What follows belongs to an exercise in optimizing a design on an open flow for small area and a short achievable clock period; a production flow would make more cautious choices.
Where RTL was checked, it was by simulation tests only, not by an equivalence proof against the original.
No activity file was given, so power comes from the tool's default toggle rates.

Setup of old:
==> flow/design.v <==
`timescale 1ns / 1ps
module Cordic_Machine(clock_pulse, reset, x_input, y_input, z_input, x_output, y_output, z_output, flag);
	input clock_pulse;
	input reset;  
	input signed [24:0] x_input;
	input signed [24:0] y_input;
	input signed [24:0] z_input;
	output signed [24:0] x_output;
	output signed [24:0] y_output;
	output signed [24:0] z_output;
	output flag;
	reg signed [24:0] x, y, z;
	reg [4:0] k, kyn;
	wire [4:0] kx = k;
	wire [4:0] ky = ~kyn;
	reg load;  
	wire [31:0] kdec = 32'd1 << k;
	wire [24:0] atan;
	assign atan[0] = |(kdec & 32'h000a2ff0);
	assign atan[1] = |(kdec & 32'h00051794);
	assign atan[2] = |(kdec & 32'h00028bec);
	assign atan[3] = |(kdec & 32'h000145c4);
	assign atan[4] = |(kdec & 32'h0000a2e0);
	assign atan[5] = |(kdec & 32'h00005160);
	assign atan[6] = |(kdec & 32'h000028bc);
	assign atan[7] = |(kdec & 32'h00001454);
	assign atan[8] = |(kdec & 32'h00000a22);
	assign atan[9] = |(kdec & 32'h00000514);
	assign atan[10] = |(kdec & 32'h0000028c);
	assign atan[11] = |(kdec & 32'h00000146);
	assign atan[12] = |(kdec & 32'h000000a6);
	assign atan[13] = |(kdec & 32'h00000056);
	assign atan[14] = |(kdec & 32'h0000002c);
	assign atan[15] = |(kdec & 32'h00000012);
	assign atan[16] = |(kdec & 32'h00000008);
	assign atan[17] = |(kdec & 32'h00000004);
	assign atan[18] = |(kdec & 32'h00000002);
	assign atan[19] = |(kdec & 32'h00000001);
	assign atan[20] = 1'b0;
	assign atan[21] = 1'b0;
	assign atan[22] = 1'b0;
	assign atan[23] = 1'b0;
	assign atan[24] = 1'b0;
	wire neg = z[24];
	reg cx, cy;                    
	wire [24:0] xi = x ^ {25{cx}};
	wire [24:0] yi = y ^ {25{cy}};
	wire fx = cx ^ (x[24] & ~load);
	wire fy = cy ^ (y[24] & ~load);
	wire signed [25:0] xe = {fx, xi};
	wire signed [25:0] ye = {fy, yi};
	wire signed [25:0] xsh = xe >>> kx;
	wire signed [25:0] ysh = ye >>> ky;
	wire [24:0] xa = load ? x_input : x;
	wire [24:0] ya = load ? y_input : y;
	wire [24:0] za = load ? z_input : z;
	wire [24:0] xn, yn, zn;
	bk_add25 ax (.a(xa), .b(ysh[24:0]), .ci(cy), .s(xn));
	bk_add25 ay (.a(ya), .b(xsh[24:0]), .ci(cx), .s(yn));
	bk_add25 az (.a(za), .b(atan ^ {25{~neg}}), .ci(~neg), .s(zn));
	always @(posedge clock_pulse) begin
		if (reset) begin
			k <= 5'd31;
			kyn <= 5'd0;
			load <= 1'b1;
			cx <= 1'b0;
			cy <= 1'b0;
		end else begin
			cx <= zn[24] & (k != 5'd20);
			cy <= ~zn[24] & (k != 5'd20);
			k <= (k == 5'd20) ? 5'd31 : k + 5'd1;
			kyn <= (kyn == 5'd11) ? 5'd0 : kyn - 5'd1;
			load <= (k == 5'd20);
		end
		x <= xn;
		y <= yn;
		z <= zn;
	end
	assign flag = (k == 5'd20);
	assign x_output = x;
	assign y_output = y;
	assign z_output = z;
endmodule
module bk_add25(a, b, ci, s);
	input [24:0] a, b;
	input ci;
	output [24:0] s;
	wire [25:0] g0 = {a & b, ci};
	wire [25:0] p0 = {a ^ b, 1'b0};
	wire g_0_1 = g0[1] | (p0[1] & g0[0]);
	wire p_0_1 = p0[1] & p0[0];
	wire g_0_3 = g0[3] | (p0[3] & g0[2]);
	wire p_0_3 = p0[3] & p0[2];
	wire g_0_5 = g0[5] | (p0[5] & g0[4]);
	wire p_0_5 = p0[5] & p0[4];
	wire g_0_7 = g0[7] | (p0[7] & g0[6]);
	wire p_0_7 = p0[7] & p0[6];
	wire g_0_9 = g0[9] | (p0[9] & g0[8]);
	wire p_0_9 = p0[9] & p0[8];
	wire g_0_11 = g0[11] | (p0[11] & g0[10]);
	wire p_0_11 = p0[11] & p0[10];
	wire g_0_13 = g0[13] | (p0[13] & g0[12]);
	wire p_0_13 = p0[13] & p0[12];
	wire g_0_15 = g0[15] | (p0[15] & g0[14]);
	wire p_0_15 = p0[15] & p0[14];
	wire g_0_17 = g0[17] | (p0[17] & g0[16]);
	wire p_0_17 = p0[17] & p0[16];
	wire g_0_19 = g0[19] | (p0[19] & g0[18]);
	wire p_0_19 = p0[19] & p0[18];
	wire g_0_21 = g0[21] | (p0[21] & g0[20]);
	wire p_0_21 = p0[21] & p0[20];
	wire g_0_23 = g0[23] | (p0[23] & g0[22]);
	wire p_0_23 = p0[23] & p0[22];
	wire g_0_25 = g0[25] | (p0[25] & g0[24]);
	wire p_0_25 = p0[25] & p0[24];
	wire g_1_2 = g0[2] | (p0[2] & g_0_1);
	wire p_1_2 = p0[2] & p_0_1;
	wire g_1_3 = g_0_3 | (p_0_3 & g_0_1);
	wire p_1_3 = p_0_3 & p_0_1;
	wire g_1_6 = g0[6] | (p0[6] & g_0_5);
	wire p_1_6 = p0[6] & p_0_5;
	wire g_1_7 = g_0_7 | (p_0_7 & g_0_5);
	wire p_1_7 = p_0_7 & p_0_5;
	wire g_1_10 = g0[10] | (p0[10] & g_0_9);
	wire p_1_10 = p0[10] & p_0_9;
	wire g_1_11 = g_0_11 | (p_0_11 & g_0_9);
	wire p_1_11 = p_0_11 & p_0_9;
	wire g_1_14 = g0[14] | (p0[14] & g_0_13);
	wire p_1_14 = p0[14] & p_0_13;
	wire g_1_15 = g_0_15 | (p_0_15 & g_0_13);
	wire p_1_15 = p_0_15 & p_0_13;
	wire g_1_18 = g0[18] | (p0[18] & g_0_17);
	wire p_1_18 = p0[18] & p_0_17;
	wire g_1_19 = g_0_19 | (p_0_19 & g_0_17);
	wire p_1_19 = p_0_19 & p_0_17;
	wire g_1_22 = g0[22] | (p0[22] & g_0_21);
	wire p_1_22 = p0[22] & p_0_21;
	wire g_1_23 = g_0_23 | (p_0_23 & g_0_21);
	wire p_1_23 = p_0_23 & p_0_21;
	wire g_2_4 = g0[4] | (p0[4] & g_1_3);
	wire p_2_4 = p0[4] & p_1_3;
	wire g_2_5 = g_0_5 | (p_0_5 & g_1_3);
	wire p_2_5 = p_0_5 & p_1_3;
	wire g_2_6 = g_1_6 | (p_1_6 & g_1_3);
	wire p_2_6 = p_1_6 & p_1_3;
	wire g_2_7 = g_1_7 | (p_1_7 & g_1_3);
	wire p_2_7 = p_1_7 & p_1_3;
	wire g_2_12 = g0[12] | (p0[12] & g_1_11);
	wire p_2_12 = p0[12] & p_1_11;
	wire g_2_13 = g_0_13 | (p_0_13 & g_1_11);
	wire p_2_13 = p_0_13 & p_1_11;
	wire g_2_14 = g_1_14 | (p_1_14 & g_1_11);
	wire p_2_14 = p_1_14 & p_1_11;
	wire g_2_15 = g_1_15 | (p_1_15 & g_1_11);
	wire p_2_15 = p_1_15 & p_1_11;
	wire g_2_20 = g0[20] | (p0[20] & g_1_19);
	wire p_2_20 = p0[20] & p_1_19;
	wire g_2_21 = g_0_21 | (p_0_21 & g_1_19);
	wire p_2_21 = p_0_21 & p_1_19;
	wire g_2_22 = g_1_22 | (p_1_22 & g_1_19);
	wire p_2_22 = p_1_22 & p_1_19;
	wire g_2_23 = g_1_23 | (p_1_23 & g_1_19);
	wire p_2_23 = p_1_23 & p_1_19;
	wire g_3_8 = g0[8] | (p0[8] & g_2_7);
	wire p_3_8 = p0[8] & p_2_7;
	wire g_3_9 = g_0_9 | (p_0_9 & g_2_7);
	wire p_3_9 = p_0_9 & p_2_7;
	wire g_3_10 = g_1_10 | (p_1_10 & g_2_7);
	wire p_3_10 = p_1_10 & p_2_7;
	wire g_3_11 = g_1_11 | (p_1_11 & g_2_7);
	wire p_3_11 = p_1_11 & p_2_7;
	wire g_3_12 = g_2_12 | (p_2_12 & g_2_7);
	wire p_3_12 = p_2_12 & p_2_7;
	wire g_3_13 = g_2_13 | (p_2_13 & g_2_7);
	wire p_3_13 = p_2_13 & p_2_7;
	wire g_3_14 = g_2_14 | (p_2_14 & g_2_7);
	wire p_3_14 = p_2_14 & p_2_7;
	wire g_3_15 = g_2_15 | (p_2_15 & g_2_7);
	wire p_3_15 = p_2_15 & p_2_7;
	wire g_3_24 = g0[24] | (p0[24] & g_2_23);
	wire p_3_24 = p0[24] & p_2_23;
	wire g_3_25 = g_0_25 | (p_0_25 & g_2_23);
	wire p_3_25 = p_0_25 & p_2_23;
	wire g_4_16 = g0[16] | (p0[16] & g_3_15);
	wire p_4_16 = p0[16] & p_3_15;
	wire g_4_17 = g_0_17 | (p_0_17 & g_3_15);
	wire p_4_17 = p_0_17 & p_3_15;
	wire g_4_18 = g_1_18 | (p_1_18 & g_3_15);
	wire p_4_18 = p_1_18 & p_3_15;
	wire g_4_19 = g_1_19 | (p_1_19 & g_3_15);
	wire p_4_19 = p_1_19 & p_3_15;
	wire g_4_20 = g_2_20 | (p_2_20 & g_3_15);
	wire p_4_20 = p_2_20 & p_3_15;
	wire g_4_21 = g_2_21 | (p_2_21 & g_3_15);
	wire p_4_21 = p_2_21 & p_3_15;
	wire g_4_22 = g_2_22 | (p_2_22 & g_3_15);
	wire p_4_22 = p_2_22 & p_3_15;
	wire g_4_23 = g_2_23 | (p_2_23 & g_3_15);
	wire p_4_23 = p_2_23 & p_3_15;
	wire g_4_24 = g_3_24 | (p_3_24 & g_3_15);
	wire p_4_24 = p_3_24 & p_3_15;
	wire g_4_25 = g_3_25 | (p_3_25 & g_3_15);
	wire p_4_25 = p_3_25 & p_3_15;
	assign s = p0[25:1] ^ {g_4_24, g_4_23, g_4_22, g_4_21, g_4_20, g_4_19, g_4_18, g_4_17, g_4_16, g_3_15, g_3_14, g_3_13, g_3_12, g_3_11, g_3_10, g_3_9, g_3_8, g_2_7, g_2_6, g_2_5, g_2_4, g_1_3, g_1_2, g_0_1, g0[0]};
endmodule
export LEC_CHECK = 0
export CAP_MARGIN = 20
export CORE_MARGIN = 2
export CORE_UTILIZATION = 60
export SETUP_SLACK_MARGIN = 1.75
export SLEW_MARGIN = 20
create_clock -name core_clock -period 6.0 [get_ports {clock_pulse}]
standard.sh (not shown) runs the stock make flow with config.mk's settings and CLKGATE_MAP_FILE= SYNTH_SCRIPT=/design/flow/synth_recipe.tcl, a recipe that flattens the netlist after the stock synthesis.
==> flow/flow/run.sh <==
#!/bin/bash
# Standard layout, with the port buffers made of the smallest buffer cell.
export BUFFER_PORTS_ARGS="-buffer_cell sky130_fd_sc_hd__buf_1"
export CTS_ARGS="-sink_clustering_enable -repair_clock_nets -buf_list {sky130_fd_sc_hd__clkbuf_4 sky130_fd_sc_hd__clkbuf_8} -dont_use_dummy_load"
bash standard.sh > standard.log 2>&1
## Diff of input files: new against old
diff --git a/flow/design.v b/flow/design.v
--- a/flow/design.v
+++ b/flow/design.v
@@ -9,12 +9,13 @@
 	output signed [24:0] y_output;
 	output signed [24:0] z_output;
 	output flag;
 	reg signed [24:0] x, y, z;
-	reg [4:0] k, kyn;
+	reg [4:0] k;
 	wire [4:0] kx = k;
-	wire [4:0] ky = ~kyn;
+	wire [4:0] ky = k;
 	reg load;  
+	reg nload;  
 	wire [31:0] kdec = 32'd1 << k;
 	wire [24:0] atan;
 	assign atan[0] = |(kdec & 32'h000a2ff0);
 	assign atan[1] = |(kdec & 32'h00051794);
@@ -41,37 +42,34 @@
 	assign atan[22] = 1'b0;
 	assign atan[23] = 1'b0;
 	assign atan[24] = 1'b0;
 	wire neg = z[24];
-	reg cx, cy;                    
-	wire [24:0] xi = x ^ {25{cx}};
-	wire [24:0] yi = y ^ {25{cy}};
-	wire fx = cx ^ (x[24] & ~load);
-	wire fy = cy ^ (y[24] & ~load);
+	wire [24:0] mx = {25{neg}};    
+	wire [24:0] my = {25{~neg}};   
+	wire [24:0] xi = x ^ mx;
+	wire [24:0] yi = y ^ my;
+	wire fx = mx[0] ^ (x[24] & ~load);
+	wire fy = my[0] ^ (y[24] & ~load);
 	wire signed [25:0] xe = {fx, xi};
 	wire signed [25:0] ye = {fy, yi};
 	wire signed [25:0] xsh = xe >>> kx;
 	wire signed [25:0] ysh = ye >>> ky;
-	wire [24:0] xa = load ? x_input : x;
-	wire [24:0] ya = load ? y_input : y;
-	wire [24:0] za = load ? z_input : z;
+	wire [24:0] xa = (x_input & {25{load}}) | (x & {25{nload}});
+	wire [24:0] ya = (y_input & {25{load}}) | (y & {25{nload}});
+	wire [24:0] za = (z_input & {25{load}}) | (z & {25{nload}});
 	wire [24:0] xn, yn, zn;
-	bk_add25 ax (.a(xa), .b(ysh[24:0]), .ci(cy), .s(xn));
-	bk_add25 ay (.a(ya), .b(xsh[24:0]), .ci(cx), .s(yn));
+	bk_add25 ax (.a(xa), .b(ysh[24:0]), .ci(~neg), .s(xn));
+	bk_add25 ay (.a(ya), .b(xsh[24:0]), .ci(neg), .s(yn));
 	bk_add25 az (.a(za), .b(atan ^ {25{~neg}}), .ci(~neg), .s(zn));
 	always @(posedge clock_pulse) begin
 		if (reset) begin
 			k <= 5'd31;
-			kyn <= 5'd0;
 			load <= 1'b1;
-			cx <= 1'b0;
-			cy <= 1'b0;
+			nload <= 1'b0;
 		end else begin
-			cx <= zn[24] & (k != 5'd20);
-			cy <= ~zn[24] & (k != 5'd20);
 			k <= (k == 5'd20) ? 5'd31 : k + 5'd1;
-			kyn <= (kyn == 5'd11) ? 5'd0 : kyn - 5'd1;
 			load <= (k == 5'd20);
+			nload <= (k != 5'd20);
 		end
 		x <= xn;
 		y <= yn;
 		z <= zn;
## What came out
From old to new the numbers moved as follows: final design instance area without fill went down by about 0.7%; number of gates resized after cts went up by 31; fraction of the mapped netlist area in compound gates went up by 8.9 points. In new the setup slack turned out 0.28 ns lower than in old. Compared with old, new shows a combinational power that is about 2% higher. | net switching power figure | new vs old | ≈ equal |. Relative to old, number of buffers inserted by post-CTS setup repair increased by 14 in new. new ends up with lower synthesized-area fraction occupied by xor and xnor cells than old does. The placed instance count reported for new is smaller than that of old by 93. Capturing instance or port of the critical path = x[7]$_DFF_P_: old; capturing instance or port of the critical path = x[24]$_DFF_P_: new. Looking at mux share of post-synthesis cell area, new sits 7.9 points lower than old does. Fraction of the yosys area taken by sequential cells (new over old): decrease, 0.17 points. Re area growth from synthesis to layout: old was lower than new.
No functional check of the RTL was part of new.

## afterwards: timing with drivers on the ports
Ports are ideal in the flow. The routed layouts listed here were re-timed in OpenROAD.
Step 1, drivers: a clkbuf_16 drives clock_pulse and a buf_2 each remaining input, both assumed.
Step 2 also shifts input and output timing later by t, the mid clock arrival at the registers, as if the neighbouring blocks saw the same clock.
Three values: no drivers, after step 1, after step 2; two values: the first two.
| run | t (ns) | slack for setup (ns) | worst slew at a driven data input, ns |
|---|---|---|---|
| old | 0.417 | 1.999 / 1.999 / 1.999 | 0.04 |
| new | 0.410 | 1.718 / 1.718 / 1.718 | 0.03 |
After both steps every run listed still meets setup and hold.
